This design comes from an exercise in tuning for small area and a short achievable clock period on the open sky130 flow, not from production work. Function was checked by simulation only, so behaviour that the tests miss may differ from the original. Power and IR drop assume default switching activity.

<file path="flow/abc.script">
&get -n
&st
&dch
&nf -p
&put
buffer -c
topo
stime -c
upsize -c
dnsize -c
</file>
<file path="flow/make_args.txt">
CTS_ARGS=-sink_clustering_enable -repair_clock_nets -dont_use_dummy_load -sink_clustering_size 20 -sink_clustering_max_diameter 100 -buf_list {sky130_fd_sc_hd__clkbuf_8 sky130_fd_sc_hd__clkbuf_16}
</file>
<file path="config.mk">
export PLATFORM = sky130hd
export DESIGN_NAME = counters
export DESIGN_NICKNAME = counters
export VERILOG_FILES = /design/flow/design.v
export SDC_FILE = /design/flow/constraint.sdc
export NUM_CORES = 4
export LEC_CHECK = 0
export CAP_MARGIN = 20
export CORE_MARGIN = 2
export CORE_UTILIZATION = 40
export PLACE_DENSITY = 0.7
export SETUP_SLACK_MARGIN = 1.4
export SLEW_MARGIN = 20
</file>
<file path="flow/run.sh">
#!/bin/bash
# The standard layout (standard.sh), with these changes:
#  - port buffers use the smallest buffer cell (buf_1) instead of the default choice;
#  - if flow/dont_use.txt exists, it replaces the platform's don't-use list
#    (it repeats the platform's list and adds slow wide OR/NOR cells);
#  - if flow/abc.script exists, synthesis is synth_recipe.tcl unchanged except that
#    Yosys's abc call runs that ABC script (flow/synth.tcl);
#  - if flow/post_gpl.tcl exists, it runs after global placement (sizes output port buffers);
#  - each line of flow/make_args.txt (if it exists) is passed to make as VAR=value.
set -uo pipefail
export BUFFER_PORTS_ARGS="-buffer_cell sky130_fd_sc_hd__buf_1"
args=()
if [[ -s flow/dont_use.txt ]]; then
  args+=("DONT_USE_CELLS=$(tr '\n' ' ' < flow/dont_use.txt)")
fi
if [[ -s flow/abc.script ]]; then
  export MY_ABC_SCRIPT="$PWD/flow/abc.script"
  args+=("SYNTH_SCRIPT=$PWD/flow/synth.tcl")
fi
if [[ -s flow/post_gpl.tcl ]]; then
  export POST_GLOBAL_PLACE_TCL="$PWD/flow/post_gpl.tcl"
fi
if [[ -s flow/make_args.txt ]]; then
  while IFS= read -r line; do
    [[ -n "$line" ]] && args+=("$line")
  done < flow/make_args.txt
fi
printf '%s\n' "${args[@]}" > run_args.log
bash standard.sh "${args[@]}" finish > standard.log 2>&1
</file>
<file path="constraint.sdc">
create_clock -name core_clock -period 3.3 [get_ports {sysclk}]
set_input_delay 0.6600 -clock core_clock [delete_from_list [all_inputs] [get_ports {sysclk}]]
set_output_delay 0.6600 -clock core_clock [all_outputs]
set_load 0.01 [all_outputs]
</file>
<file path="standard.sh">
#!/bin/bash
# synth_recipe.tcl (not shown) runs the flow's synth.tcl, then flattens the netlist and writes it again
# the make line also repeats each setting of config.mk as NAME=value (left out here)
make -C /OpenROAD-flow-scripts/flow DESIGN_CONFIG=/design/flow/config.mk WORK_HOME=/design/flow/orfs CLKGATE_MAP_FILE= SYNTH_SCRIPT=/design/flow/synth_recipe.tcl "${@:-finish}"
</file>
<file path="flow/dont_use.txt">
sky130_fd_sc_hd__probe_p_8
sky130_fd_sc_hd__probec_p_8
sky130_fd_sc_hd__lpflow_bleeder_1
sky130_fd_sc_hd__lpflow_clkbufkapwr_1
sky130_fd_sc_hd__lpflow_clkbufkapwr_16
sky130_fd_sc_hd__lpflow_clkbufkapwr_2
sky130_fd_sc_hd__lpflow_clkbufkapwr_4
sky130_fd_sc_hd__lpflow_clkbufkapwr_8
sky130_fd_sc_hd__lpflow_clkinvkapwr_1
sky130_fd_sc_hd__lpflow_clkinvkapwr_16
sky130_fd_sc_hd__lpflow_clkinvkapwr_2
sky130_fd_sc_hd__lpflow_clkinvkapwr_4
sky130_fd_sc_hd__lpflow_clkinvkapwr_8
sky130_fd_sc_hd__lpflow_decapkapwr_12
sky130_fd_sc_hd__lpflow_decapkapwr_3
sky130_fd_sc_hd__lpflow_decapkapwr_4
sky130_fd_sc_hd__lpflow_decapkapwr_6
sky130_fd_sc_hd__lpflow_decapkapwr_8
sky130_fd_sc_hd__lpflow_inputiso0n_1
sky130_fd_sc_hd__lpflow_inputiso0p_1
sky130_fd_sc_hd__lpflow_inputiso1n_1
sky130_fd_sc_hd__lpflow_inputiso1p_1
sky130_fd_sc_hd__lpflow_inputisolatch_1
sky130_fd_sc_hd__lpflow_isobufsrc_1
sky130_fd_sc_hd__lpflow_isobufsrc_16
sky130_fd_sc_hd__lpflow_isobufsrc_2
sky130_fd_sc_hd__lpflow_isobufsrc_4
sky130_fd_sc_hd__lpflow_isobufsrc_8
sky130_fd_sc_hd__lpflow_isobufsrckapwr_16
sky130_fd_sc_hd__lpflow_lsbuf_lh_hl_isowell_tap_1
sky130_fd_sc_hd__lpflow_lsbuf_lh_hl_isowell_tap_2
sky130_fd_sc_hd__lpflow_lsbuf_lh_hl_isowell_tap_4
sky130_fd_sc_hd__lpflow_lsbuf_lh_isowell_4
sky130_fd_sc_hd__lpflow_lsbuf_lh_isowell_tap_1
sky130_fd_sc_hd__lpflow_lsbuf_lh_isowell_tap_2
sky130_fd_sc_hd__lpflow_lsbuf_lh_isowell_tap_4
#
#
Define
fill
cells
sky130_fd_sc_hd__or4_1
sky130_fd_sc_hd__or4_2
sky130_fd_sc_hd__or4_4
sky130_fd_sc_hd__nor4_1
sky130_fd_sc_hd__nor4_2
sky130_fd_sc_hd__nor4_4
sky130_fd_sc_hd__or4b_1
sky130_fd_sc_hd__or4b_2
sky130_fd_sc_hd__or4b_4
sky130_fd_sc_hd__or4bb_1
sky130_fd_sc_hd__or4bb_2
sky130_fd_sc_hd__or4bb_4
sky130_fd_sc_hd__nor4b_1
sky130_fd_sc_hd__nor4b_2
sky130_fd_sc_hd__nor4b_4
sky130_fd_sc_hd__nor4bb_1
sky130_fd_sc_hd__nor4bb_2
sky130_fd_sc_hd__nor4bb_4
sky130_fd_sc_hd__or3_1
sky130_fd_sc_hd__or3_2
sky130_fd_sc_hd__or3_4
sky130_fd_sc_hd__nor3_1
sky130_fd_sc_hd__nor3_2
sky130_fd_sc_hd__nor3_4
sky130_fd_sc_hd__or3b_1
sky130_fd_sc_hd__or3b_2
sky130_fd_sc_hd__or3b_4
sky130_fd_sc_hd__nor3b_1
sky130_fd_sc_hd__nor3b_2
sky130_fd_sc_hd__nor3b_4
</file>
<file path="flow/synth.tcl">
proc synth {args} { yosys synth -nofsm -noshare {*}$args }
if { [info exists ::env(MY_ABC_SCRIPT)] } {
  proc abc {args} {
    set i [lsearch -exact $args -script]
    if { $i >= 0 } { set args [lreplace $args [expr {$i+1}] [expr {$i+1}] $::env(MY_ABC_SCRIPT)] }
    puts "abc override: $args"
    yosys abc {*}$args
  }
}
source $::env(SCRIPTS_DIR)/synth.tcl
# left out here: clear keep_hierarchy, flatten, clean up, hide names made inside functions, write 1_2_yosys.v
</file>
<file path="design.v">
module counters_tmr(
input wire clk,
input wire rst,
input wire baz,
input wire blrb,
input wire bar,
input wire zz1pb,
input wire [31:0] turn,
output reg [31:0] cnt,
output reg cwm,
output wire expire
);
  reg armed;
  wire c_z0_1 = ~cnt[1] & ~cnt[0];
  wire c_z2_3 = ~cnt[3] & ~cnt[2];
  wire c_z4_5 = ~cnt[5] & ~cnt[4];
  wire c_z6_7 = ~cnt[7] & ~cnt[6];
  wire c_z8_9 = ~cnt[9] & ~cnt[8];
  wire c_z10_11 = ~cnt[11] & ~cnt[10];
  wire c_z12_13 = ~cnt[13] & ~cnt[12];
  wire c_z14_15 = ~cnt[15] & ~cnt[14];
  wire c_z16_17 = ~cnt[17] & ~cnt[16];
  wire c_z18_19 = ~cnt[19] & ~cnt[18];
  wire c_z20_21 = ~cnt[21] & ~cnt[20];
  wire c_z22_23 = ~cnt[23] & ~cnt[22];
  wire c_z24_25 = ~cnt[25] & ~cnt[24];
  wire c_z26_27 = ~cnt[27] & ~cnt[26];
  wire c_z28_29 = ~cnt[29] & ~cnt[28];
  wire c_z30_31 = ~cnt[31] & ~cnt[30];
  wire c_z0_2 = ~cnt[2] & c_z0_1;
  wire c_z0_3 = c_z2_3 & c_z0_1;
  wire c_z4_6 = ~cnt[6] & c_z4_5;
  wire c_z4_7 = c_z6_7 & c_z4_5;
  wire c_z8_10 = ~cnt[10] & c_z8_9;
  wire c_z8_11 = c_z10_11 & c_z8_9;
  wire c_z12_14 = ~cnt[14] & c_z12_13;
  wire c_z12_15 = c_z14_15 & c_z12_13;
  wire c_z16_18 = ~cnt[18] & c_z16_17;
  wire c_z16_19 = c_z18_19 & c_z16_17;
  wire c_z20_22 = ~cnt[22] & c_z20_21;
  wire c_z20_23 = c_z22_23 & c_z20_21;
  wire c_z24_26 = ~cnt[26] & c_z24_25;
  wire c_z24_27 = c_z26_27 & c_z24_25;
  wire c_z28_30 = ~cnt[30] & c_z28_29;
  wire c_z28_31 = c_z30_31 & c_z28_29;
  wire c_z0_4 = ~cnt[4] & c_z0_3;
  wire c_z0_5 = c_z4_5 & c_z0_3;
  wire c_z0_6 = c_z4_6 & c_z0_3;
  wire c_z0_7 = c_z4_7 & c_z0_3;
  wire c_z8_12 = ~cnt[12] & c_z8_11;
  wire c_z8_13 = c_z12_13 & c_z8_11;
  wire c_z8_14 = c_z12_14 & c_z8_11;
  wire c_z8_15 = c_z12_15 & c_z8_11;
  wire c_z16_20 = ~cnt[20] & c_z16_19;
  wire c_z16_21 = c_z20_21 & c_z16_19;
  wire c_z16_22 = c_z20_22 & c_z16_19;
  wire c_z16_23 = c_z20_23 & c_z16_19;
  wire c_z24_28 = ~cnt[28] & c_z24_27;
  wire c_z24_29 = c_z28_29 & c_z24_27;
  wire c_z24_30 = c_z28_30 & c_z24_27;
  wire c_z24_31 = c_z28_31 & c_z24_27;
  wire c_z0_8 = ~cnt[8] & c_z0_7;
  wire c_z0_9 = c_z8_9 & c_z0_7;
  wire c_z0_10 = c_z8_10 & c_z0_7;
  wire c_z0_11 = c_z8_11 & c_z0_7;
  wire c_z0_12 = c_z8_12 & c_z0_7;
  wire c_z0_13 = c_z8_13 & c_z0_7;
  wire c_z0_14 = c_z8_14 & c_z0_7;
  wire c_z0_15 = c_z8_15 & c_z0_7;
  wire c_z16_24 = ~cnt[24] & c_z16_23;
  wire c_z16_25 = c_z24_25 & c_z16_23;
  wire c_z16_26 = c_z24_26 & c_z16_23;
  wire c_z16_27 = c_z24_27 & c_z16_23;
  wire c_z16_28 = c_z24_28 & c_z16_23;
  wire c_z16_29 = c_z24_29 & c_z16_23;
  wire c_z16_30 = c_z24_30 & c_z16_23;
  wire c_z16_31 = c_z24_31 & c_z16_23;
  wire c_z0_16 = ~cnt[16] & c_z0_15;
  wire c_z0_17 = c_z16_17 & c_z0_15;
  wire c_z0_18 = c_z16_18 & c_z0_15;
  wire c_z0_19 = c_z16_19 & c_z0_15;
  wire c_z0_20 = c_z16_20 & c_z0_15;
  wire c_z0_21 = c_z16_21 & c_z0_15;
  wire c_z0_22 = c_z16_22 & c_z0_15;
  wire c_z0_23 = c_z16_23 & c_z0_15;
  wire c_z0_24 = c_z16_24 & c_z0_15;
  wire c_z0_25 = c_z16_25 & c_z0_15;
  wire c_z0_26 = c_z16_26 & c_z0_15;
  wire c_z0_27 = c_z16_27 & c_z0_15;
  wire c_z0_28 = c_z16_28 & c_z0_15;
  wire c_z0_29 = c_z16_29 & c_z0_15;
  wire c_z0_30 = c_z16_30 & c_z0_15;
  wire c_z0_31 = c_z16_31 & c_z0_15;
  wire [31:0] c_b;
  assign c_b[0] = 1'b1;
  assign c_b[1] = ~cnt[0];
  assign c_b[2] = c_z0_1;
  assign c_b[3] = c_z0_2;
  assign c_b[4] = c_z0_3;
  assign c_b[5] = c_z0_4;
  assign c_b[6] = c_z0_5;
  assign c_b[7] = c_z0_6;
  assign c_b[8] = c_z0_7;
  assign c_b[9] = c_z0_8;
  assign c_b[10] = c_z0_9;
  assign c_b[11] = c_z0_10;
  assign c_b[12] = c_z0_11;
  assign c_b[13] = c_z0_12;
  assign c_b[14] = c_z0_13;
  assign c_b[15] = c_z0_14;
  assign c_b[16] = c_z0_15;
  assign c_b[17] = c_z0_16;
  assign c_b[18] = c_z0_17;
  assign c_b[19] = c_z0_18;
  assign c_b[20] = c_z0_19;
  assign c_b[21] = c_z0_20;
  assign c_b[22] = c_z0_21;
  assign c_b[23] = c_z0_22;
  assign c_b[24] = c_z0_23;
  assign c_b[25] = c_z0_24;
  assign c_b[26] = c_z0_25;
  assign c_b[27] = c_z0_26;
  assign c_b[28] = c_z0_27;
  assign c_b[29] = c_z0_28;
  assign c_b[30] = c_z0_29;
  assign c_b[31] = c_z0_30;
  wire c_up0 = ~cnt[1] & c_z2_3 & c_z4_7 & c_z8_15 & c_z16_31;
  wire c_zero = c_b[31] & ~cnt[31];
  wire is_one = c_up0 & cnt[0];
  wire turn_nz = |turn;
  wire run = armed & blrb;
  reg nz;
  wire at_zero = ~nz;
  wire load = baz | (run & bar & at_zero);
  wire dec = run & (bar | ~cwm);
  wire shot = ~baz & run & ~bar & ~cwm & is_one;
  assign expire = (~baz & run & bar & at_zero) | shot;
  always @(posedge clk, posedge rst) begin
    if (rst) begin
      cnt <= 32'd0;
      nz <= 1'b0;
      cwm <= 1'b0;
      armed <= 1'b0;
    end else begin
      cnt <= load ? turn : cnt ^ ({32{dec}} & c_b);
      nz <= load ? turn_nz : dec ? ~is_one : nz;
      if (baz) armed <= turn_nz;
      else if (shot) armed <= 1'b0;
      if (~zz1pb) cwm <= 1'b0;
      else if (expire) cwm <= 1'b1;
    end
  end
endmodule
module counters(
input wire sysclk,
input wire foo_card,
input wire wfoo0_baz,
input wire wfoo0_blrb,
input wire wfoo0_zz1pb,
input wire [31:0] wfoo0_turn,
input wire debct_baz,
input wire debct_blrb,
input wire debct_zz1pb,
input wire debct_bar,
input wire [31:0] debct_turn,
input wire Z0_bar,
input wire Z0_baz,
input wire Z0_blrb,
input wire Z0_zz1pb,
input wire [31:0] Z0_turn,
input wire Y1_bar,
input wire Y1_baz,
input wire Y1_blrb,
input wire Y1_zz1pb,
input wire [31:0] Y1_turn,
input wire X2_bar,
input wire X2_baz,
input wire X2_blrb,
input wire X2_zz1pb,
input wire [31:0] X2_turn,
input wire W3_bar,
input wire W3_baz,
input wire W3_blrb,
input wire W3_zz1pb,
input wire [31:0] W3_turn,
output wire Z0_cwm,
output wire [31:0] Z0,
output wire Y1_cwm,
output wire [31:0] Y1,
output wire X2_cwm,
output wire [31:0] X2,
output wire W3_cwm,
output wire [31:0] W3,
output reg wfoo0_cwm,
output wire [31:0] wfoo0_llwln,
output wire debct_cwm,
output reg debct_pull,
output wire [31:0] debct,
output wire wdfilecardA2P
);
  wire debct_exp, z0_exp, y1_exp, x2_exp, w3_exp;
  counters_tmr t_debct(.clk(sysclk), .rst(foo_card), .baz(debct_baz), .blrb(debct_blrb),
    .bar(debct_bar), .zz1pb(debct_zz1pb), .turn(debct_turn), .cnt(debct), .cwm(debct_cwm),
    .expire(debct_exp));
  counters_tmr t_Z0(.clk(sysclk), .rst(foo_card), .baz(Z0_baz), .blrb(Z0_blrb),
    .bar(Z0_bar), .zz1pb(Z0_zz1pb), .turn(Z0_turn), .cnt(Z0), .cwm(Z0_cwm),
    .expire(z0_exp));
  counters_tmr t_Y1(.clk(sysclk), .rst(foo_card), .baz(Y1_baz), .blrb(Y1_blrb),
    .bar(Y1_bar), .zz1pb(Y1_zz1pb), .turn(Y1_turn), .cnt(Y1), .cwm(Y1_cwm),
    .expire(y1_exp));
  counters_tmr t_X2(.clk(sysclk), .rst(foo_card), .baz(X2_baz), .blrb(X2_blrb),
    .bar(X2_bar), .zz1pb(X2_zz1pb), .turn(X2_turn), .cnt(X2), .cwm(X2_cwm),
    .expire(x2_exp));
  counters_tmr t_W3(.clk(sysclk), .rst(foo_card), .baz(W3_baz), .blrb(W3_blrb),
    .bar(W3_bar), .zz1pb(W3_zz1pb), .turn(W3_turn), .cnt(W3), .cwm(W3_cwm),
    .expire(w3_exp));
  reg [31:0] wd_cnt;
  reg wd_armed, wd_mark, wd_a2p;
  wire w_z0_1 = ~wd_cnt[1] & ~wd_cnt[0];
  wire w_z2_3 = ~wd_cnt[3] & ~wd_cnt[2];
  wire w_z4_5 = ~wd_cnt[5] & ~wd_cnt[4];
  wire w_z6_7 = ~wd_cnt[7] & ~wd_cnt[6];
  wire w_z8_9 = ~wd_cnt[9] & ~wd_cnt[8];
  wire w_z10_11 = ~wd_cnt[11] & ~wd_cnt[10];
  wire w_z12_13 = ~wd_cnt[13] & ~wd_cnt[12];
  wire w_z14_15 = ~wd_cnt[15] & ~wd_cnt[14];
  wire w_z16_17 = ~wd_cnt[17] & ~wd_cnt[16];
  wire w_z18_19 = ~wd_cnt[19] & ~wd_cnt[18];
  wire w_z20_21 = ~wd_cnt[21] & ~wd_cnt[20];
  wire w_z22_23 = ~wd_cnt[23] & ~wd_cnt[22];
  wire w_z24_25 = ~wd_cnt[25] & ~wd_cnt[24];
  wire w_z26_27 = ~wd_cnt[27] & ~wd_cnt[26];
  wire w_z28_29 = ~wd_cnt[29] & ~wd_cnt[28];
  wire w_z30_31 = ~wd_cnt[31] & ~wd_cnt[30];
  wire w_z0_2 = ~wd_cnt[2] & w_z0_1;
  wire w_z0_3 = w_z2_3 & w_z0_1;
  wire w_z4_6 = ~wd_cnt[6] & w_z4_5;
  wire w_z4_7 = w_z6_7 & w_z4_5;
  wire w_z8_10 = ~wd_cnt[10] & w_z8_9;
  wire w_z8_11 = w_z10_11 & w_z8_9;
  wire w_z12_14 = ~wd_cnt[14] & w_z12_13;
  wire w_z12_15 = w_z14_15 & w_z12_13;
  wire w_z16_18 = ~wd_cnt[18] & w_z16_17;
  wire w_z16_19 = w_z18_19 & w_z16_17;
  wire w_z20_22 = ~wd_cnt[22] & w_z20_21;
  wire w_z20_23 = w_z22_23 & w_z20_21;
  wire w_z24_26 = ~wd_cnt[26] & w_z24_25;
  wire w_z24_27 = w_z26_27 & w_z24_25;
  wire w_z28_30 = ~wd_cnt[30] & w_z28_29;
  wire w_z28_31 = w_z30_31 & w_z28_29;
  wire w_z0_4 = ~wd_cnt[4] & w_z0_3;
  wire w_z0_5 = w_z4_5 & w_z0_3;
  wire w_z0_6 = w_z4_6 & w_z0_3;
  wire w_z0_7 = w_z4_7 & w_z0_3;
  wire w_z8_12 = ~wd_cnt[12] & w_z8_11;
  wire w_z8_13 = w_z12_13 & w_z8_11;
  wire w_z8_14 = w_z12_14 & w_z8_11;
  wire w_z8_15 = w_z12_15 & w_z8_11;
  wire w_z16_20 = ~wd_cnt[20] & w_z16_19;
  wire w_z16_21 = w_z20_21 & w_z16_19;
  wire w_z16_22 = w_z20_22 & w_z16_19;
  wire w_z16_23 = w_z20_23 & w_z16_19;
  wire w_z24_28 = ~wd_cnt[28] & w_z24_27;
  wire w_z24_29 = w_z28_29 & w_z24_27;
  wire w_z24_30 = w_z28_30 & w_z24_27;
  wire w_z24_31 = w_z28_31 & w_z24_27;
  wire w_z0_8 = ~wd_cnt[8] & w_z0_7;
  wire w_z0_9 = w_z8_9 & w_z0_7;
  wire w_z0_10 = w_z8_10 & w_z0_7;
  wire w_z0_11 = w_z8_11 & w_z0_7;
  wire w_z0_12 = w_z8_12 & w_z0_7;
  wire w_z0_13 = w_z8_13 & w_z0_7;
  wire w_z0_14 = w_z8_14 & w_z0_7;
  wire w_z0_15 = w_z8_15 & w_z0_7;
  wire w_z16_24 = ~wd_cnt[24] & w_z16_23;
  wire w_z16_25 = w_z24_25 & w_z16_23;
  wire w_z16_26 = w_z24_26 & w_z16_23;
  wire w_z16_27 = w_z24_27 & w_z16_23;
  wire w_z16_28 = w_z24_28 & w_z16_23;
  wire w_z16_29 = w_z24_29 & w_z16_23;
  wire w_z16_30 = w_z24_30 & w_z16_23;
  wire w_z16_31 = w_z24_31 & w_z16_23;
  wire w_z0_16 = ~wd_cnt[16] & w_z0_15;
  wire w_z0_17 = w_z16_17 & w_z0_15;
  wire w_z0_18 = w_z16_18 & w_z0_15;
  wire w_z0_19 = w_z16_19 & w_z0_15;
  wire w_z0_20 = w_z16_20 & w_z0_15;
  wire w_z0_21 = w_z16_21 & w_z0_15;
  wire w_z0_22 = w_z16_22 & w_z0_15;
  wire w_z0_23 = w_z16_23 & w_z0_15;
  wire w_z0_24 = w_z16_24 & w_z0_15;
  wire w_z0_25 = w_z16_25 & w_z0_15;
  wire w_z0_26 = w_z16_26 & w_z0_15;
  wire w_z0_27 = w_z16_27 & w_z0_15;
  wire w_z0_28 = w_z16_28 & w_z0_15;
  wire w_z0_29 = w_z16_29 & w_z0_15;
  wire w_z0_30 = w_z16_30 & w_z0_15;
  wire w_z0_31 = w_z16_31 & w_z0_15;
  wire [31:0] w_b;
  assign w_b[0] = 1'b1;
  assign w_b[1] = ~wd_cnt[0];
  assign w_b[2] = w_z0_1;
  assign w_b[3] = w_z0_2;
  assign w_b[4] = w_z0_3;
  assign w_b[5] = w_z0_4;
  assign w_b[6] = w_z0_5;
  assign w_b[7] = w_z0_6;
  assign w_b[8] = w_z0_7;
  assign w_b[9] = w_z0_8;
  assign w_b[10] = w_z0_9;
  assign w_b[11] = w_z0_10;
  assign w_b[12] = w_z0_11;
  assign w_b[13] = w_z0_12;
  assign w_b[14] = w_z0_13;
  assign w_b[15] = w_z0_14;
  assign w_b[16] = w_z0_15;
  assign w_b[17] = w_z0_16;
  assign w_b[18] = w_z0_17;
  assign w_b[19] = w_z0_18;
  assign w_b[20] = w_z0_19;
  assign w_b[21] = w_z0_20;
  assign w_b[22] = w_z0_21;
  assign w_b[23] = w_z0_22;
  assign w_b[24] = w_z0_23;
  assign w_b[25] = w_z0_24;
  assign w_b[26] = w_z0_25;
  assign w_b[27] = w_z0_26;
  assign w_b[28] = w_z0_27;
  assign w_b[29] = w_z0_28;
  assign w_b[30] = w_z0_29;
  assign w_b[31] = w_z0_30;
  wire w_up0 = ~wd_cnt[1] & w_z2_3 & w_z4_7 & w_z8_15 & w_z16_31;
  wire w_zero = w_b[31] & ~wd_cnt[31];
  wire wd_turn_nz = |wfoo0_turn;
  wire wd_run = wd_armed & wfoo0_blrb;
  wire wd_at_zero = w_zero;
  wire wd_load = wfoo0_baz | (wd_run & wd_at_zero);
  wire wd_hit = ~wfoo0_baz & wd_run & wd_at_zero;
  assign wfoo0_llwln = wd_cnt;
  assign wdfilecardA2P = wd_a2p;
  always @(posedge sysclk, posedge foo_card) begin
    if (foo_card) begin
      wd_cnt <= 32'd0;
      wd_armed <= 1'b0;
      wd_mark <= 1'b0;
      wd_a2p <= 1'b0;
      wfoo0_cwm <= 1'b0;
      debct_pull <= 1'b0;
    end else begin
      debct_pull <= debct_exp;
      wd_a2p <= wd_hit & wd_mark;
      wd_cnt <= wd_load ? wfoo0_turn : wd_cnt ^ ({32{wd_run}} & w_b);
      if (wfoo0_baz) wd_armed <= ~wd_at_zero;
      else if (wd_hit & wd_mark) wd_armed <= 1'b0;
      if (wfoo0_baz) wd_mark <= 1'b0;
      else if (wd_hit) wd_mark <= 1'b1;
      if (~wfoo0_zz1pb) wfoo0_cwm <= 1'b0;
      else if (wd_hit & ~wd_mark) wfoo0_cwm <= 1'b1;
    end
  end
endmodule
</file>
==> qor.csv, run 1 <==
metric,value,unit
minimum clock period,1.92,ns
worst slew pin tran,0.568,ns
later-pin clock latency in the skew report,0.49,ns
Post-Layout Cell Count,2152,
# H-tree levels,1,
internal power,4.11,mW
Final nets,1992,
CTS tree,yes,
"EDFF count, synth",0,
"Power, Total",6.10,mW
clk root buf,clkbuf_16,
Critical Path Source Type,register,
initial core utilization,0.408,
"Max FO, Critical Path",6,
sequential area share after synthesis,0.464,
vias per cell,5.41,
num ports,417,
Total GRT Usage,0.235,
Yosys reg bits,212,
Synth Cell Area,11400,sq um
DIE WIDTH,173,um
post-synthesis async set-or-reset flop share,1.00,
WP data required,3.66,ns
Buffers on Ports,416,
Sinks on Clock Net,212,
Slew Limit Fails,0,
Inst Count DP,2106,
type of the most critical hold path,in2async,
Peak supply drop,0.258,mV
Bufs on Longest Clock Path,3,
syn avg cell area,8.46,sq um
Synth top area share,0.464,
"Reg clk slew, reported paths",0.09,ns
syn_nets,1575,
WP data arrival,2.28,ns
Clock power frac,0.272,
# DRC,0,
result of the run,finished clean,
ratio of final minimum period to clock period,0.582,
NetSw,1.99,mW
DP HPWL,28200,um
antenna violations before repair,7,
final core occ,0.505,
share of layout cells above drive strength 1,0.0826,
Routed Antenna Nets,0,
final hold viol count,0,
kind of end point of the critical path,register,
GRT overflow,0,
WL final,37300,um
Rel. slew slack,0.622,
first-pass GRT wire length,57600,um
"area leader, netlist",dfrtp_1,
area added between synthesis and finish,23.6,%
chip height,173,um
Synth warnings,2,
Avg WL per Cell,17.4,um
synth top area cells,"dfrtp_1 46%, nor2_1 10%, o21ai_0 6.3%, nand2_1 5.5%, xor2_1 4.9%",
synth unique cells,47,
Initial DRC Count,804,
vias in the first global route,11100,
Leakage,5.54,nW
number of buffers created by CTS,14,
Comb power frac,0.211,
largest net degree at the start of global routing,75,
unrepaired setup endpoints after global routing,yes,
Core ar.,28000,sq um
Max-Cap Viols,0,
switching power share of the total,0.326,
clk_skew,0.0303,ns
Synth Instances,1352,
pwr/cell area,431,nW/um^2
f_max,520,MHz
Post-synth top flop,dfrtp_1,
Setup CP Type,reg2reg,
1st-pass router iterations,5,
Final setup viols,0,
die footprint,30000,sq um
sequential power share,0.517,
Vias,11600,
Core Rows,61,
[sequential cells by signal, summed over array words and instances, names as in the netlist, 32 cells and up]
| name | cells |
|---|---|
| t_debct.cnt | 32 |
| t_Y1.cnt | 32 |
| t_Z0.cnt | 32 |
| t_W3.cnt | 32 |
| wd_cnt | 32 |
| t_X2.cnt | 32 |
[final timing paths]
path / slack [ns] / end / cells past startpoint / start
max: 1.38 / wd_cnt[3]$_DFF_PP0_ / 7 / wd_cnt[12]$_DFF_PP0_
min: 0.21 / t_Z0.cnt[7]$_DFF_PP0_ / 2 / foo_card
max reg2reg: 1.38 / wd_cnt[3]$_DFF_PP0_ / 7 / wd_cnt[12]$_DFF_PP0_
min reg2reg: 0.50 / wfoo0_cwm$_DFFE_PP0P_ / 1 / wfoo0_cwm$_DFFE_PP0P_
max in group asynchronous: 2.30 / t_X2.cnt[8]$_DFF_PP0_ / 3 / foo_card
min in group core_clock: 0.38 / t_X2.cwm$_DFFE_PP0P_ / 2 / X2_zz1pb
[layout by cell type (no fill, tap or decap), types with 15 or more instances in the layout]
master     n
xnor2_1   33
dfrtp_1  206
buf_4     29
nor2_1   284
o21ai_0  136
xor2_1    64
nand2_1  165
nand4_1   38
a31oi_1   70
buf_1    415
a21oi_1   33
o21ai_1   15
nand3_1   29
nor2_2    20
[cell usage after synthesis, types with 6 or more instances]
cell type / instances
a21boi_0: 8
a21o_1: 8
a21oi_1: 34
a31oi_1: 70
and2_1: 14
and3_1: 25
and4_1: 20
buf_2: 9
buf_4: 9
clkbuf_1: 31
dfrtp_1: 212
ha_1: 6
inv_1: 14
nand2_1: 167
nand2b_1: 13
nand3_1: 29
nand3b_1: 8
nand4_1: 38
nand4b_1: 14
nor2_1: 308
nor2b_1: 8
o21a_1: 6
o21ai_0: 143
o21ai_1: 8
o21ai_2: 6
o41ai_1: 6
or2_2: 8
xnor2_1: 33
xor2_1: 64
[logic make-up (layout without fill, tap and decap cells)]
group                      after synthesis  count (layout)  synth area share
and+or+nand+nor                        664             665             0.269
AOI/OAI and AO/OA                      305             305             0.157
DFF                                    212             212             0.464
xor gates and xnor gates                97              97            0.0743
buffers and inverters                   67             481            0.0280
adders and majority gates                6               6           0.00656
muxes                                    1               1          0.000875
other                                    0               7                 0
[timing repair]
action,4_1_cts,5_1_grt
hold buffers,0,0
gates cloned,0,3
setup endpoints to repair,81,129
gates resized for setup,17,82
setup buffers,0,22
pin swaps,0,13
[power groups by stage]
stage | sequential, mW | combinational, mW | clock, mW
2_1_floorplan | 3.24 | 0.605 | 0
3_3_place_gp | 3.17 | 1.20 | 0
3_5_place_dp | 3.17 | 1.23 | 0
4_1_cts | 3.13 | 1.24 | 1.72
5_1_grt | 3.19 | 1.44 | 1.79
6_report | 3.15 | 1.29 | 1.66
[per-layer routing]
metal | vias to the layer above | track usage | share of wire
li1 | 5528 | - | -
met5 | - | 0 | 0.00035
met3 | 86 | 0.0613 | 0.085
met4 | 2 | 0.0925 | 0.036
met2 | 514 | 0.399 | 0.48
met1 | 5517 | 0.287 | 0.40
[layout make-up]
type | count | area, sq um
Fill cell | 2799 | 13900
Clock buffer | 14 | 350
Inverter | 14 | 60.1
Multi-Input combinational cell | 1074 | 6010
Antenna cell | 7 | 17.5
Sequential cell | 212 | 5310
Timing Repair Buffer | 453 | 1910
Tap cell | 378 | 473
[critical path, stage by stage (launching register included)]
cell	delay [ns]
dfrtp_1	0.44
nor2_2	0.18
and4_4	0.28
nand4_4	0.12
o31ai_4	0.41
buf_6	0.20
a21oi_1	0.05
a21o_1	0.16
[metrics by stage]
stage	setup slack [ns]	hold slack, ns	instance area [sq um]	setup TNS (ns)
floorplan	-0.116	0.498	11400	-24.63
global placement	0.967	0.476	13400	0
detailed placement	0.900	0.486	13400	0
CTS	1.39	0.209	13800	0
global route	1.31	0.246	14100	0
finish	1.38	0.206	14100	0
==> run 2, diff against run 1 <==
==> flow/abc.script (replaced) <==
&get -n
&st
&dch
&nf -p
&put
topo
stime -c
upsize -c
dnsize -c
--- a/config.mk
+++ b/config.mk
@@ -8,6 +8,5 @@
 export CAP_MARGIN = 20
 export CORE_MARGIN = 2
 export CORE_UTILIZATION = 40
-export PLACE_DENSITY = 0.7
 export SETUP_SLACK_MARGIN = 1.4
 export SLEW_MARGIN = 20
==> run 2 against run 1 <==
Still clean on timing, DRC and antenna. Die area is 2.7% lower. Area after synthesis is 2.8% lower. Sequential power barely moved. Flip-flop and latch count unchanged. Register-to-register slack gained 0.08 ns. First-iteration DRC count shrank 8.6%. Design area down 0.41%. Total power fell by 0.18%.
==> qor.csv, run 2 <==
metric,value,unit,change
synth top area cells,"dfrtp_1 48%, nor2_1 10%, o21ai_0 6.9%, nand2_1 5.6%, xor2_1 5.0%",,
family with the most delay on the worst path,flip-flops,,
pwr/cell area,432,nW/um^2,+0.23%
post-synthesis async set-or-reset flop share,1.00,,unchanged
area added between synthesis and finish,26.6,%,
hold_buf cts,0,,unchanged
"Reg clk slew, reported paths",0.09,ns,about the same
"area leader, netlist",dfrtp_1,,
Peak supply drop,0.322,mV,+25%
Synth warnings,2,,unchanged
Initial DRC Count,735,,-8.6%
Setup CP Type,reg2out,,
Max-Cap Viols,0,,unchanged
Compound-Gate Fraction of Synth Area,0.158,,about the same
Critical Path Source Type,register,,
worst flop-to-flop path endpoint,wd_cnt[3]$_DFF_PP0_,,
most frequent cells in the layout,"416 x buf_1, 283 x nor2_1, 206 x dfrtp_1",,
Total GRT Usage,0.242,,+0.00636
clk root buf,clkbuf_16,,
WP data required,2.64,ns,-1.02 ns
DP Worst Slack,1.01,ns,+0.110 ns
Routed Antenna Nets,0,,unchanged
Avg WL per Cell,17.5,um,+0.67%
post-synthesis mux area share,0.000900,,+0.0000252
num ports,417,,unchanged
Core Rows,61,,unchanged
fill count,2770,,-1.0%
Leakage,5.45,nW,-1.5%
largest net degree at the start of global routing,90,,+20%
f_max,537,MHz,+3.2%
syn_nets,1522,,-3.4%
minimum clock period,1.86,ns,-0.0602 ns
# H-tree levels,1,,unchanged
Post-Synth XOR/XNOR Area,0.0764,,+0.00214
largest family of logic cells by synthesized area,simple AND/OR/NAND/NOR gates,,
WP data arrival,1.20,ns,-1.08 ns
antenna violations before repair,8,,+1
Bufs and invs on worst path,1,,unchanged
Final nets,1986,,-0.30%
# DRC,0,,unchanged
die footprint,29200,sq um,-2.7%
Post-synth top flop,dfrtp_1,,
WL final,37400,um,+0.25%
CTS tree,yes,,
result of the run,finished clean,,
"Cell Chain, Critical Path",buf_1,,
Rel. slew slack,0.546,,-0.0757
1st-pass router iterations,5,,unchanged
Reg2Reg Depth,8,,+1
RR Startpoint,wd_cnt[1]$_DFF_PP0_,,
type of the most critical hold path,in2async,,
chip height,171,um,-1.4%
Yosys reg bits,212,,unchanged
number of buffers created by CTS,14,,unchanged
worst reg-to-reg setup slack,1.46,ns,+0.08 ns
Synth Area in Adders,0.00675,,+0.000189
GRT overflow,0,,unchanged
clk_skew,0.0196,ns,-0.0106 ns
Synth Cell Area,11100,sq um,-2.8%
vias per cell,5.33,,-1.5%
"Max FO, Critical Path",4,,-2
Synth top cells by count,"310 x nor2_1, 212 x dfrtp_1, 167 x nand2_1",,
ratio of final minimum period to clock period,0.564,,-0.0182
post-route setup slack,1.44,ns,+0.0602 ns
Final setup viols,0,,unchanged
final hold viol count,0,,unchanged
Setup TNS,0,ns,unchanged
DP HPWL,28200,um,about the same
simple-gate area share of the yosys netlist,0.277,,+0.00742
synth unique cells,37,,-21%
sequential area share after synthesis,0.477,,+0.0134
CP peak stage delay,0.46,ns,+0.02 ns
share of layout cells above drive strength 1,0.0676,,-0.0151
vias in the first global route,10500,,-5.5%
unrepaired setup endpoints after global routing,yes,,
Vias,11400,,-1.9%
Core ar.,27600,sq um,-1.6%
initial core utilization,0.404,,-0.00484
kind of end point of the critical path,output pin,,
DIE WIDTH,171,um,-1.4%
first-pass GRT wire length,56300,um,-2.3%
Buffers on Ports,416,,unchanged
syn avg cell area,8.56,sq um,+1.2%
"EDFF count, synth",0,,unchanged
worst slew pin tran,0.678,ns,+0.111 ns
later-pin clock latency in the skew report,0.49,ns,about the same
Slew Limit Fails,0,,unchanged
CP max-delay cell,dfrtp_1,,
Synth top area share,0.477,,+0.0134
most common cell in the netlist,nor2_1,,
Bufs on Longest Clock Path,3,,unchanged
Synth Instances,1299,,-3.9%
"most common cell after layout, fill and taps aside",buf_1,,
Sinks on Clock Net,212,,unchanged
[run 2: cell types whose count changed in the layout (fill, tap and decap cells not counted), moves of 4 or more]
| cell | previous run | this run |
|---|---|---|
| o21ai_2 | 6 | 0 |
| inv_1 | 12 | 0 |
| o21ai_1 | 15 | 6 |
| buf_4 | 29 | 23 |
| and2_1 | 14 | 5 |
| nor2_2 | 20 | 16 |
| o21ai_0 | 136 | 151 |
| or2_0 | 0 | 8 |
| or2_2 | 8 | 0 |
| clkinv_1 | 0 | 12 |
| nor2_4 | 7 | 12 |
| and2_0 | 0 | 9 |
[run 2: through the flow]
stage / util / std cells / instance area, sq um / hold slack [ns] / power [mW]
floorplan: - / 1299 / 11200 / 0.488 / 3.82
global placement: 0.484 / 2104 / 13300 / 0.475 / 4.38
detailed placement: 0.484 / 2104 / 13300 / 0.483 / 4.40
CTS: 0.498 / 2118 / 13700 / 0.320 / 6.08
global route: 0.511 / 2143 / 14100 / 0.341 / 6.43
finish: 0.511 / 2143 / 14100 / 0.282 / 6.09
[run 2: area by class of cell]
| type | instances | area, sq um | area share |
|---|---|---|---|
| Timing Repair Buffer | 444 | 1840 | 0.131 |
| Clock buffer | 14 | 350 | 0.0249 |
| Antenna cell | 4 | 10.0 | 0.000711 |
| Inverter | 14 | 63.8 | 0.00453 |
| Sequential cell | 212 | 5310 | 0.377 |
| Tap cell | 378 | 473 | 0.0336 |
| Multi-Input combinational cell | 1077 | 6030 | 0.428 |
[run 2: per-layer routing]
metal / track usage / share of wire
met5: 0 / 0.0013
met4: 0.0758 / 0.029
met3: 0.0689 / 0.087
met2: 0.402 / 0.47
met1: 0.304 / 0.41
[run 2: kinds of logic after synthesis]
logic type      count (synthesis)
simple gates                  664
flops                         212
buf+inv                        14
compound gates                305
mux                             1
xor+xnor                       97
fa+ha+maj                       6
[run 2: worst max path at each step]
stage,slack (ns),depth (start not counted),startpoint,endpoint
CTS,1.39,7,wd_cnt[19]$_DFF_PP0_,wd_cnt[3]$_DFF_PP0_
global route,1.38,8,wd_cnt[1]$_DFF_PP0_,wd_cnt[10]$_DFF_PP0_
global placement,1.10,6,wfoo0_blrb,wd_cnt[29]$_DFF_PP0_
floorplan,1.02,6,wd_cnt[17]$_DFF_PP0_,wd_cnt[3]$_DFF_PP0_
finish,1.44,1,t_Y1.cnt[16]$_DFF_PP0_,Y1[16]
detailed placement,1.01,6,wfoo0_blrb,wd_cnt[20]$_DFF_PP0_
[run 2: timing repair]
item                                    4_1_cts  5_1_grt
buffers inserted                              0       15
endpoints found under the setup margin       44      126
gates resized for setup                       9       68
pin swaps                                     0        9
gates cloned                                  0        6
[run 2: power breakdown]
part / total [mW] / internal, mW / leakage, nW / switching [mW]
combinational: 1.26 / 0.485 / 2.81 / 0.778
sequential: 3.16 / 2.85 / 2.47 / 0.307
clock: 1.67 / 0.761 / 0.173 / 0.906
==> run 3, diff against run 2 <==
==> flow/abc.script (replaced) <==
&get -n
&st
&dch
&nf -p
&put
==> run 3 against run 2 <==
Wire length rose by 4.3%. Clock-buffer cell count stayed put. Largest cell class unchanged. Clock skew rose by 0.0017 ns. Area after synthesis decreased by 0.37%. Combinational power up 8%. Worst hold slack better by 0.0066 ns. Still clean on timing, DRC and antenna. Fmax shrank 6.2%. Via count up 1.9%. Critical endpoint is now wd_cnt[19]$_DFF_PP0_. Critical path depth grew 6.
==> qor.csv, run 3 <==
metric,value,unit,change
Buffers on Ports,416,,unchanged
antenna violations before repair,2,,-6
CP peak stage delay,0.45,ns,about the same
"area leader, netlist",dfrtp_1,,
most common cell in the netlist,nor2_1,,
# H-tree levels,1,,unchanged
RR Startpoint,wd_cnt[24]$_DFF_PP0_,,
internal power,4.15,mW,+1.2%
"Reg clk slew, reported paths",0.09,ns,about the same
Synth warnings,2,,unchanged
Critical Path Source Type,register,,
CP max-delay cell,dfrtp_2,,
GRT overflow,0,,unchanged
NetSw,2.02,mW,+1.4%
WL final,39000,um,+4.3%
"EDFF count, synth",0,,unchanged
syn_nets,1522,,unchanged
worst flop-to-flop path endpoint,wd_cnt[19]$_DFF_PP0_,,
vias per cell,5.38,,+0.80%
switching power share of the total,0.328,,+0.000557
Sinks on Clock Net,212,,unchanged
minimum clock period,1.98,ns,+0.123 ns
Post-synth top flop,dfrtp_1,,
"Cell Chain, Critical Path",nor2_4 -> and4b_1 -> nand4_1 -> o31ai_4 -> buf_6 -> clkbuf_16 -> o21ai_1,,
DIE WIDTH,170,um,-0.18%
Routed Antenna Nets,0,,unchanged
Total GRT Usage,0.252,,+0.0105
Final nets,2017,,+1.6%
die footprint,29000,sq um,-0.36%
synth top area cells,"dfrtp_1 48%, nor2_1 11%, o21ai_0 7.1%, nand2_1 5.7%, xor2_1 5.1%",,
final hold viol count,0,,unchanged
clk_skew,0.0213,ns,+0.00166 ns
first-pass GRT wire length,58200,um,+3.5%
"Power, Total",6.17,mW,+1.3%
"most common cell after layout, fill and taps aside",buf_1,,
most frequent cells in the layout,"410 x buf_1, 283 x nor2_1, 201 x dfrtp_1",,
Setup CP Type,reg2reg,,
kind of end point of the critical path,register,,
hold_buf cts,0,,unchanged
Leakage,5.69,nW,+4.4%
sequential area share after synthesis,0.479,,+0.00178
worst reg-to-reg setup slack,1.32,ns,-0.14 ns
Initial DRC Count,902,,+23%
Clock power frac,0.268,,-0.006
WP data arrival,2.35,ns,+1.15 ns
clk root buf,clkbuf_16,,
Synth top cells by count,"311 x nor2_1, 212 x dfrtp_1, 167 x nand2_1",,
result of the run,finished clean,,
Vias,11700,,+1.9%
"Max FO, Critical Path",6,,+2
Synth Cell Area,11100,sq um,-0.37%
Slew Limit Fails,0,,unchanged
Avg WL per Cell,18.0,um,+3.1%
area added between synthesis and finish,30.3,%,
unrepaired setup endpoints after global routing,yes,,
pwr/cell area,427,nW/um^2,-1.2%
DP HPWL,28700,um,+1.7%
# DRC,0,,unchanged
share of layout cells above drive strength 1,0.0960,,+0.0284
vias in the first global route,10800,,+3.0%
CTS tree,yes,,
Reg2Reg Depth,7,,-1
1st-pass router iterations,5,,unchanged
later-pin clock latency in the skew report,0.48,ns,about the same
worst slew pin tran,0.732,ns,+0.0541 ns
chip height,170,um,-0.18%
num ports,417,,unchanged
type of the most critical hold path,in2async,,
ratio of final minimum period to clock period,0.601,,+0.0372
final core occ,0.533,,+0.0216
initial core utilization,0.409,,+0.00520
Core ar.,27100,sq um,-1.6%
post-synthesis async set-or-reset flop share,1.00,,unchanged
Bufs on Longest Clock Path,3,,unchanged
Setup TNS,0,ns,unchanged
Comb power frac,0.220,,+0.013
synth unique cells,31,,-16%
Max-Cap Viols,0,,unchanged
Peak supply drop,0.299,mV,-7.3%
largest net degree at the start of global routing,90,,unchanged
Core Rows,60,,-1.6%
sequential power share,0.512,,-0.007
f_max,504,MHz,-6.2%
WP data required,3.66,ns,+1.02 ns
number of buffers created by CTS,14,,unchanged
Synth Instances,1299,,unchanged
Yosys reg bits,212,,unchanged
syn avg cell area,8.53,sq um,-0.37%
Rel. slew slack,0.510,,-0.0362
Synth top area share,0.479,,+0.00178
final hold slack,0.289,ns,+0.00656 ns
Final setup viols,0,,unchanged
run 3: power groups by stage:
stage	registers, mW	clock network, mW	logic, mW
floorplan	3.24	0	0.583
global placement	3.18	0	1.22
detailed placement	3.18	0	1.24
CTS	3.13	1.71	1.27
global route	3.19	1.80	1.52
finish	3.15	1.65	1.36
run 3: repair_timing:
action | CTS | global route
pin swaps | 8 | 15
setup buffers | 10 | 27
endpoints found under the setup margin | 46 | 114
gates cloned | 4 | 7
resized for setup | 18 | 81
run 3: kinds of logic (layout without fill, tap and decap cells):
group / Yosys count / after routing / synth area share
flops: 212 / 212 / 0.479
buf+inv: 14 / 502 / 0.00474
xor+xnor: 97 / 97 / 0.0767
simple gates: 664 / 669 / 0.275
fa+ha+maj: 6 / 6 / 0.00678
compound gates: 305 / 305 / 0.157
mux: 1 / 1 / 0.000903
other cells: 0 / 3 / 0
run 3: per-layer routing:
metal / share of wire / vias to the layer above / track usage
met4: 0.025 / 0 / 0.0669
met2: 0.47 / 472 / 0.418
met3: 0.081 / 66 / 0.0607
met5: 0 / - / 0
met1: 0.43 / 5531 / 0.331
li1: - / 5582 / -
run 3: critical path: cells and delay by family (launching register included):
family	cells	cell delay, ns
simple gates	3	0.59
compound gates	2	0.46
flops	1	0.45
buf+inv	2	0.38
run 3: through the flow:
| step | instance area (sq um) | cells | setup WS (ns) |
|---|---|---|---|
| after floorplan | 11200 | 1299 | 0.857 |
| after global placement | 13300 | 2102 | 1.07 |
| after detailed placement | 13300 | 2102 | 0.978 |
| after CTS | 13900 | 2130 | 1.41 |
| after global routing | 14400 | 2166 | 1.27 |
| final | 14400 | 2167 | 1.32 |
run 3: area by class of cell:
type	count	area [sq um]
antenna	3	7.51
timing repair buffer	474	2150
multi-input combinational	1078	6080
tap	372	465
clock buffer	14	350
sequential	212	5320
inverter	14	63.8
fill	2643	12700
run 3: how the worst max path moves through the flow:
stage / to / cells past startpoint / slack (ns) / start
detailed placement: wd_cnt[20]$_DFF_PP0_ / 6 / 0.98 / wfoo0_blrb
floorplan: wd_cnt[3]$_DFF_PP0_ / 6 / 0.86 / wd_cnt[1]$_DFF_PP0_
global route: wd_cnt[27]$_DFF_PP0_ / 7 / 1.27 / wd_cnt[5]$_DFF_PP0_
finish: wd_cnt[19]$_DFF_PP0_ / 7 / 1.32 / wd_cnt[24]$_DFF_PP0_
global placement: t_X2.cnt[10]$_DFF_PP0_ / 6 / 1.07 / X2_blrb
CTS: t_Z0.cnt[25]$_DFF_PP0_ / 6 / 1.41 / t_Z0.armed$_DFFE_PP0P_
==> run 4, diff against run 3 <==
==> flow/abc.script (replaced) <==
&get -n
&st
&dch
&nf -p
&put
buffer -c
topo
stime -c
upsize -c
dnsize -c
--- a/config.mk
+++ b/config.mk
@@ -7,6 +7,6 @@
 export LEC_CHECK = 0
 export CAP_MARGIN = 20
 export CORE_MARGIN = 2
-export CORE_UTILIZATION = 40
+export CORE_UTILIZATION = 55
 export SETUP_SLACK_MARGIN = 1.4
 export SLEW_MARGIN = 20
==> run 4 against run 3 <==
Clock-buffer cell count is the same. Die area shrank 24%. Clock power is essentially flat. Still clean. Cell count decreased by 6.2%. Total power is 1.7% lower. Wire length decreased by 7.5%. Design area decreased by 3.7%. Worst hold slack better by 0.057 ns. Sequential share of layout area increased by 1.4 points. Setup slack better by 0.11 ns. Flip-flop and latch count is the same. Synthesized cell count increased by 4.1%.
==> qor.csv, run 4 <==
metric,value,unit,change
Final setup viols,0,,unchanged
Max-Cap Viols,0,,unchanged
final core occ,0.685,,+0.152
Final nets,1986,,-1.5%
CTS tree,yes,,
Peak supply drop,0.337,mV,+13%
Sinks on Clock Net,212,,unchanged
post-synthesis async set-or-reset flop share,1.00,,unchanged
Synth Cell Area,11400,sq um,+3.3%
Buffers on Ports,416,,unchanged
minimum clock period,1.87,ns,-0.115 ns
most common cell in the netlist,nor2_1,,
share of layout cells above drive strength 1,0.0727,,-0.0233
clk_skew,0.0265,ns,+0.00523 ns
post-route setup slack,1.43,ns,+0.115 ns
area added between synthesis and finish,21.6,%,
"area leader, netlist",dfrtp_1,,
CP peak stage delay,0.43,ns,-0.02 ns
Avg WL per Cell,17.8,um,-1.4%
Setup TNS,0,ns,unchanged
initial core utilization,0.564,,+0.155
"EDFF count, synth",0,,unchanged
Reg2Reg Depth,8,,+1
unrepaired setup endpoints after global routing,yes,,
num ports,417,,unchanged
syn avg cell area,8.46,sq um,-0.78%
result of the run,finished clean,,
worst slew pin tran,0.651,ns,-0.0809 ns
Core Rows,52,,-13%
Leakage,5.52,nW,-3.1%
ratio of final minimum period to clock period,0.567,,-0.0348
Inst Count DP,1999,,-4.9%
Bufs on Longest Clock Path,3,,unchanged
sequential area share after synthesis,0.464,,-0.0151
vias in the first global route,10700,,-1.3%
Slew Limit Fails,0,,unchanged
GRT overflow,0,,unchanged
most frequent cells in the layout,"416 x buf_1, 286 x nor2_1, 205 x dfrtp_1",,
vias per cell,5.64,,+5.0%
Post-Layout Cell Count,2032,,-6.2%
cell area after layout,13900,sq um,-3.7%
syn_nets,1575,,+3.5%
DP HPWL,27500,um,-4.1%
"Power, Total",6.06,mW,-1.7%
# DRC,0,,unchanged
WP data required,3.65,ns,about the same
chip height,148,um,-13%
number of buffers created by CTS,14,,unchanged
DP Worst Slack,0.998,ns,+0.0198 ns
Synth warnings,2,,unchanged
later-pin clock latency in the skew report,0.48,ns,about the same
WP data arrival,2.22,ns,-0.13 ns
WL final,36100,um,-7.5%
"Cell Chain, Critical Path",nor2_2 -> and4_4 -> nand4_4 -> o31ai_4 -> buf_6 -> buf_6 -> a21oi_1 -> a21o_1,,
Routed Antenna Nets,0,,unchanged
dpl cell area,13200,sq um,-0.94%
"Max FO, Critical Path",6,,unchanged
Synth top cells by count,"308 x nor2_1, 212 x dfrtp_1, 167 x nand2_1",,
worst reg-to-reg setup slack,1.43,ns,+0.11 ns
synth unique cells,47,,+52%
final hold slack,0.346,ns,+0.0574 ns
worst flop-to-flop path endpoint,wd_cnt[3]$_DFF_PP0_,,
RR Startpoint,wd_cnt[12]$_DFF_PP0_,,
largest net degree at the start of global routing,117,,+30%
# H-tree levels,1,,unchanged
Vias,11500,,-1.6%
crit-path most repeated cell,buf_6,,
Synth Instances,1352,,+4.1%
Initial DRC Count,729,,-19%
Critical Path Start,wd_cnt[12]$_DFF_PP0_,,
antenna violations before repair,1,,-1
Post-synth top flop,dfrtp_1,,
synth top area cells,"dfrtp_1 46%, nor2_1 10%, o21ai_0 6.3%, nand2_1 5.5%, xor2_1 4.9%",,
kind of end point of the critical path,register,,
"Reg clk slew, reported paths",0.08,ns,about the same
Setup CP Type,reg2reg,,
CP max-delay cell,dfrtp_1,,
f_max,535,MHz,+6.1%
die footprint,22000,sq um,-24%
final hold viol count,0,,unchanged
Yosys reg bits,212,,unchanged
1st-pass router iterations,7,,+2
pwr/cell area,436,nW/um^2,+2.0%
DIE WIDTH,148,um,-13%
Core ar.,20300,sq um,-25%
Rel. slew slack,0.566,,+0.0561
"most common cell after layout, fill and taps aside",buf_1,,
type of the most critical hold path,in2async,,
clk root buf,clkbuf_16,,
Total GRT Usage,0.314,,+0.0615
Synth top area share,0.464,,-0.0151
first-pass GRT wire length,55100,um,-5.3%
Critical Path Source Type,register,,
## run 4: changes by cell type in the layout (fill, tap and decap cells not counted), moves of 11 or more
cell / delta
buf_4: -22
inv_1: +13
and2_1: +12
clkinv_1: -12
and2_0: -11
o21ai_2: -11
## run 4: final cells by class
| class | count | area [sq um] |
|---|---|---|
| Fill cell | 1792 | 6390 |
| Inverter | 14 | 56.3 |
| Sequential cell | 212 | 5310 |
| Clock buffer | 14 | 350 |
| Timing Repair Buffer | 448 | 1860 |
| Multi-Input combinational cell | 1073 | 5980 |
| Antenna cell | 1 | 2.50 |
| Tap cell | 270 | 338 |
## run 4: repair_timing
item | in CTS | in global routing
resized for setup | 11 | 70
hold buffers | 0 | 0
setup endpoints to repair | 55 | 127
setup buffers | 0 | 15
pin swaps | 0 | 12
gates cloned | 0 | 3
## run 4: logic make-up after synthesis
group           Yosys count  synth area share
fa+ha+maj                 6           0.00656
simple gates            664             0.269
compound gates          305             0.157
flops                   212             0.464
xor+xnor                 97            0.0743
buf+inv                  67            0.0280
mux                       1          0.000875
## run 4: worst max-delay path: cells and delay by family, from the launching register on
kind | cells | cell delay [ns]
AO/OA/AOI/OAI | 3 | 0.45
AND/OR/NAND/NOR | 3 | 0.59
flip-flops | 1 | 0.43
buffers and inverters | 2 | 0.30
## run 4: worst max-delay path by stage
stage,endpoint,slack [ns]
4_1_cts,wd_cnt[17]$_DFF_PP0_,1.40
3_3_place_gp,t_W3.cnt[23]$_DFF_PP0_,1.06
3_5_place_dp,t_W3.cnt[22]$_DFF_PP0_,1.0
2_1_floorplan,debct_pull$_DFF_PP0_,-0.12
6_report,wd_cnt[3]$_DFF_PP0_,1.43
5_1_grt,wd_cnt[3]$_DFF_PP0_,1.35
## run 4: per-layer routing
layer | GRT usage | up-vias | wire length (um)
met1 | 0.401 | 5365 | 14100
met3 | 0.0831 | 90 | 3380
met2 | 0.513 | 505 | 17100
met5 | 0 | - | 0
met4 | 0.124 | 0 | 1600
li1 | - | 5508 | -
## run 4: power breakdown
| group | switching (mW) | leakage [nW] | internal (mW) |
|---|---|---|---|
| Combinational | 0.791 | 2.87 | 0.487 |
| Sequential | 0.296 | 2.47 | 2.85 |
| Clock | 0.874 | 0.173 | 0.761 |
==> run 5, diff against run 4 <==
--- a/config.mk
+++ b/config.mk
@@ -7,6 +7,6 @@
 export LEC_CHECK = 0
 export CAP_MARGIN = 20
 export CORE_MARGIN = 2
-export CORE_UTILIZATION = 55
-export SETUP_SLACK_MARGIN = 1.4
+export CORE_UTILIZATION = 40
+export SETUP_SLACK_MARGIN = 1.42
 export SLEW_MARGIN = 20
==> run 5 against run 4 <==
Flip-flop and latch count unchanged. Clock power is essentially flat. Global-route usage decreased by 8.5 points. Fmax grew 1.4%. Largest cell class unchanged. Largest power group unchanged.
==> qor.csv, run 5 <==
metric,value,unit,change
result of the run,finished clean,,
number of buffers created by CTS,14,,unchanged
pwr/cell area,430,nW/um^2,-1.3%
CP peak stage delay,0.44,ns,about the same
sequential power share,0.518,,about the same
Rel. slew slack,0.507,,-0.0589
"EDFF count, synth",0,,unchanged
vias per cell,5.29,,-6.3%
Critical Path Start,t_debct.cnt[17]$_DFF_PP0_,,
Avg WL per Cell,16.7,um,-5.9%
Clock power frac,0.274,,+0.004
Post-synth top flop,dfrtp_1,,
first-pass GRT wire length,56700,um,+2.8%
worst reg-to-reg setup slack,1.46,ns,+0.03 ns
minimum clock period,1.84,ns,-0.0252 ns
kind of end point of the critical path,output pin,,
Core Rows,61,,+17%
Comb power frac,0.208,,-0.003
Bufs on Longest Clock Path,3,,unchanged
WP data required,2.64,ns,-1.01 ns
GRT overflow,0,,unchanged
initial core utilization,0.408,,-0.155
DIE WIDTH,173,um,+17%
type of the most critical hold path,in2async,,
Critical Path Source Type,register,,
Vias,11300,,-1.4%
CP max-delay cell,dfrtp_1,,
syn avg cell area,8.46,sq um,unchanged
Synth top area share,0.464,,unchanged
Bufs and invs on worst path,1,,-1
clk_skew,0.0287,ns,+0.00221 ns
"Cell Chain, Critical Path",buf_1,,
Setup CP Type,reg2out,,
Sinks on Clock Net,212,,unchanged
share of layout cells above drive strength 1,0.0808,,+0.00809
syn_nets,1575,,unchanged
Synth warnings,2,,unchanged
fill count,2883,,+61%
later-pin clock latency in the skew report,0.49,ns,about the same
WL final,35800,um,-0.98%
NetSw,1.97,mW,+0.37%
f_max,542,MHz,+1.4%
"most common cell after layout, fill and taps aside",buf_1,,
Initial DRC Count,706,,-3.2%
internal power,4.10,mW,about the same
switching power share of the total,0.325,,+0.000946
1st-pass router iterations,5,,-2
ratio of final minimum period to clock period,0.559,,-0.00764
worst slew pin tran,0.740,ns,+0.0883 ns
RR Startpoint,wd_cnt[25]$_DFF_PP0_,,
Synth Cell Area,11400,sq um,unchanged
chip height,173,um,+17%
family with the most delay on the worst path,flip-flops,,
Core ar.,28000,sq um,+38%
Setup TNS,0,ns,unchanged
# DRC,0,,unchanged
"Reg clk slew, reported paths",0.09,ns,about the same
hold_buf cts,0,,unchanged
num ports,417,,unchanged
largest net degree at the start of global routing,133,,+14%
most common cell in the netlist,nor2_1,,
"Max FO, Critical Path",3,,-3
Peak supply drop,0.245,mV,-27%
unrepaired setup endpoints after global routing,yes,,
Final setup viols,0,,unchanged
Synth Instances,1352,,unchanged
Max-Cap Viols,0,,unchanged
Routed Antenna Nets,0,,unchanged
DP HPWL,27000,um,-1.9%
Synth top cells by count,"308 x nor2_1, 212 x dfrtp_1, 167 x nand2_1",,
Total GRT Usage,0.229,,-0.0853
WP data arrival,1.18,ns,-1.04 ns
die footprint,30000,sq um,+36%
vias in the first global route,10900,,+2.0%
post-synthesis async set-or-reset flop share,1.00,,unchanged
area added between synthesis and finish,23.3,%,
final hold slack,0.339,ns,-0.00706 ns
synth unique cells,47,,unchanged
antenna violations before repair,2,,+1
sequential area share after synthesis,0.464,,unchanged
Yosys reg bits,212,,unchanged
Buffers on Ports,416,,unchanged
CTS tree,yes,,
"area leader, netlist",dfrtp_1,,
Final nets,1983,,-0.15%
synth top area cells,"dfrtp_1 46%, nor2_1 10%, o21ai_0 6.3%, nand2_1 5.5%, xor2_1 4.9%",,
most frequent cells in the layout,"414 x buf_1, 281 x nor2_1, 205 x dfrtp_1",,
Slew Limit Fails,0,,unchanged
final hold viol count,0,,unchanged
# H-tree levels,1,,unchanged
clk root buf,clkbuf_16,,
Leakage,5.51,nW,-0.10%
run 5: what timing repair did:
action / CTS / global route
endpoints found under the hold margin: 0 / 0
gates resized for setup: 23 / 76
endpoints found under the setup margin: 86 / 110
pin swaps: 1 / 14
buffers inserted: 1 / 11
gates cloned: 0 / 5
run 5: worst reg2reg max path: stages, from the launching register on:
cell and delay (ns):
dfrtp_1 0.43, nor2_4 0.15, and4b_2 0.29, nand4_4 0.13
o31ai_4 0.26, buf_12 0.17, buf_8 0.12, a21oi_2 0.04
a21o_1 0.15
run 5: path summary, 6_finish.rpt:
path,end,depth (start not counted)
worst max-delay path,debct[17],1
worst max register to register,wd_cnt[5]$_DFF_PP0_,8
worst min register to register,wfoo0_cwm$_DFFE_PP0P_,1
max in group asynchronous,wd_cnt[16]$_DFF_PP0_,3
worst min-delay path,t_Z0.cnt[13]$_DFF_PP0_,3
min in group core_clock,wd_cnt[22]$_DFF_PP0_,3
run 5: cell families after synthesis:
group / Yosys count / share of synthesized area
mux: 1 / 0.000875
compound gates: 305 / 0.157
xor+xnor: 97 / 0.0743
flops: 212 / 0.464
buf+inv: 67 / 0.0280
fa+ha+maj: 6 / 0.00656
simple gates: 664 / 0.269
run 5: per-stage QoR:
stage | worst slack [ns] | area [sq um] | cells | power, mW | utilization
after floorplan | -0.116 | 11400 | 1352 | 3.84 | -
after global placement | 0.974 | 13300 | 2105 | 4.38 | 0.476
after detailed placement | 0.924 | 13300 | 2105 | 4.40 | 0.476
after CTS | 1.39 | 13700 | 2120 | 6.09 | 0.491
after global routing | 1.39 | 14100 | 2138 | 6.42 | 0.504
final | 1.46 | 14100 | 2138 | 6.07 | 0.504
run 5: area by class of cell:
cell class | count | area [sq um] | share of cell area
inverters | 14 | 60.1 | 0.00426
flip-flops and latches | 212 | 5310 | 0.377
clock buffers | 14 | 350 | 0.0248
well taps | 378 | 473 | 0.0335
diodes | 2 | 5.00 | 0.000355
repair buffers | 443 | 1860 | 0.132
multi-input cells | 1075 | 6050 | 0.429
run 5: power groups by stage:
stage / sequential [mW] / combinational (mW) / clock, mW
after floorplan: 3.24 / 0.605 / 0
after global placement: 3.16 / 1.21 / 0
after detailed placement: 3.17 / 1.23 / 0
after CTS: 3.12 / 1.24 / 1.73
after global routing: 3.19 / 1.42 / 1.81
final: 3.14 / 1.26 / 1.66
run 5: routing by layer:
| layer | vias to the layer above | GRT usage | share of wire |
|---|---|---|---|
| met3 | 79 | 0.0464 | 0.063 |
| li1 | 5509 | - | - |
| met5 | - | 0 | 0 |
| met4 | 0 | 0.0975 | 0.042 |
| met1 | 5359 | 0.291 | 0.42 |
| met2 | 360 | 0.378 | 0.47 |
==> run 6, diff against run 5 <==
--- a/config.mk
+++ b/config.mk
@@ -8,5 +8,5 @@
 export CAP_MARGIN = 20
 export CORE_MARGIN = 2
 export CORE_UTILIZATION = 40
-export SETUP_SLACK_MARGIN = 1.42
+export SETUP_SLACK_MARGIN = 1.37
 export SLEW_MARGIN = 20
==> run 6 against run 5 <==
Register-to-register slack about the same. Area after synthesis unchanged. Non-clock buffer count shrank 12. Critical path depth unchanged. Critical endpoint is now debct[18]. Core utilization decreased by 0.84 points. Design area shrank 1.7%. Clock power about the same. Still clean. Total power down 0.66%.
==> qor.csv, run 6 <==
metric,value,unit,change
WL final,35300,um,-1.2%
Post-Layout Cell Count,2124,,-0.65%
share of layout cells above drive strength 1,0.0568,,-0.0240
Core ar.,28000,sq um,unchanged
Post-synth top flop,dfrtp_1,,
clk_skew,0.0279,ns,-0.000835 ns
largest net degree at the start of global routing,133,,unchanged
"Power, Total",6.03,mW,-0.66%
final core occ,0.495,,-0.00844
Bufs on Longest Clock Path,3,,unchanged
1st-pass router iterations,5,,unchanged
DIE WIDTH,173,um,unchanged
num ports,417,,unchanged
result of the run,finished clean,,
Max-Cap Viols,0,,unchanged
Levels on crit path,1,,unchanged
synth top area cells,"dfrtp_1 46%, nor2_1 10%, o21ai_0 6.3%, nand2_1 5.5%, xor2_1 4.9%",,
Sinks on Clock Net,212,,unchanged
CTS tree,yes,,
Total GRT Usage,0.229,,unchanged
Rel. slew slack,0.510,,+0.00305
Setup CP Type,reg2out,,
Reg2Reg Depth,7,,-1
DP Worst Slack,0.924,ns,unchanged
CP peak stage delay,0.46,ns,+0.02 ns
Bufs and invs on worst path,1,,unchanged
WP data required,2.64,ns,about the same
later-pin clock latency in the skew report,0.48,ns,about the same
pwr/cell area,435,nW/um^2,+1.0%
unrepaired setup endpoints after global routing,yes,,
CP max-delay cell,dfrtp_1,,
Final nets,1969,,-0.71%
"area leader, netlist",dfrtp_1,,
type of the most critical hold path,in2async,,
syn_nets,1575,,unchanged
"EDFF count, synth",0,,unchanged
number of buffers created by CTS,14,,unchanged
minimum clock period,1.90,ns,+0.0548 ns
"Reg clk slew, reported paths",0.09,ns,about the same
hold_buf cts,0,,unchanged
Critical Path Source Type,register,,
RR Startpoint,wd_cnt[8]$_DFF_PP0_,,
clk root buf,clkbuf_16,,
Inst Count DP,2105,,unchanged
Vias,11200,,-0.80%
sequential area share after synthesis,0.464,,unchanged
Initial DRC Count,695,,-1.6%
# H-tree levels,1,,unchanged
vias per cell,5.28,,-0.14%
Buffers on Ports,416,,unchanged
family with the most delay on the worst path,flip-flops,,
ratio of final minimum period to clock period,0.576,,+0.0166
# DRC,0,,unchanged
initial core utilization,0.408,,unchanged
post-route setup slack,1.40,ns,-0.0548 ns
synth unique cells,47,,unchanged
Slew Limit Fails,0,,unchanged
die footprint,30000,sq um,unchanged
GRT overflow,0,,unchanged
DP HPWL,27000,um,unchanged
Core Rows,61,,unchanged
f_max,527,MHz,-2.9%
area added between synthesis and finish,21.2,%,
Synth Cell Area,11400,sq um,unchanged
WP data arrival,1.24,ns,+0.06 ns
Critical Path Start,t_debct.cnt[18]$_DFF_PP0_,,
final hold viol count,0,,unchanged
most frequent cells in the layout,"416 x buf_1, 290 x nor2_1, 210 x dfrtp_1",,
kind of end point of the critical path,output pin,,
"Cell Chain, Critical Path",buf_1,,
most common cell in the netlist,nor2_1,,
run 6: cell type report:
class / instances / area [sq um]
fill: 2893 / 14100
sequential: 212 / 5310
clock buffer: 14 / 350
antenna: 2 / 5.00
tap: 378 / 473
inverter: 14 / 56.3
multi-input combinational: 1073 / 5950
timing repair buffer: 431 / 1720
run 6: through the flow:
stage,setup TNS [ns],area [sq um],hold slack [ns]
3_3_place_gp,0,13300,0.478
6_report,0,13900,0.337
5_1_grt,0,13900,0.356
4_1_cts,0,13700,0.350
2_1_floorplan,-24.63,11400,0.498
3_5_place_dp,0,13300,0.482
run 6: timing repair:
action / 4_1_cts / 5_1_grt
endpoints found under the setup margin: 64 / 116
gates resized for setup: 10 / 47
buffers inserted: 1 / 2
endpoints found under the hold margin: 0 / 0
pin swaps: 1 / 2
run 6: where the power goes:
group / leakage (nW) / switching (mW) / internal, mW
combinational: 2.77 / 0.770 / 0.466
clock: 0.173 / 0.893 / 0.761
sequential: 2.48 / 0.285 / 2.85
total: 5.42 / 1.95 / 4.08
run 6: cells by family (layout without fill, tap and decap cells):
| logic type | after synthesis | count (layout) | synth area share |
|---|---|---|---|
| AO/OA/AOI/OAI | 305 | 305 | 0.157 |
| XOR/XNOR | 97 | 97 | 0.0743 |
| adder cells (fa/ha/maj) | 6 | 6 | 0.00656 |
| buffers and inverters | 67 | 459 | 0.0280 |
| flip-flops | 212 | 212 | 0.464 |
| multiplexers | 1 | 1 | 0.000875 |
| other | 0 | 2 | 0 |
| AND/OR/NAND/NOR | 664 | 664 | 0.269 |
run 6: metal layers:
metal	GRT usage	wire length [um]
met1	0.291	15100
met2	0.378	16600
met3	0.0464	2210
met4	0.0975	1450
met5	0	0
run 6: path summary, 6_finish.rpt:
| check | slack, ns | end |
|---|---|---|
| setup / recovery | 1.40 | debct[18] |
| hold / removal | 0.34 | t_Z0.cnt[12]$_DFF_PP0_ |
| setup reg to reg | 1.46 | wd_cnt[5]$_DFF_PP0_ |
| hold reg to reg | 0.49 | wfoo0_cwm$_DFFE_PP0P_ |
| max in group asynchronous | 2.31 | t_W3.cnt[8]$_DFF_PP0_ |
| min in group core_clock | 0.37 | wd_cnt[22]$_DFF_PP0_ |

Re-timed with assumed drivers on the ports (clkbuf_16 on the clock, buf_2 on other inputs), run 6 has 1.351 ns of setup slack against 1.401 ns with ideal ports, and 1.144 ns once port delays also move by the mid clock arrival of 0.520 ns.
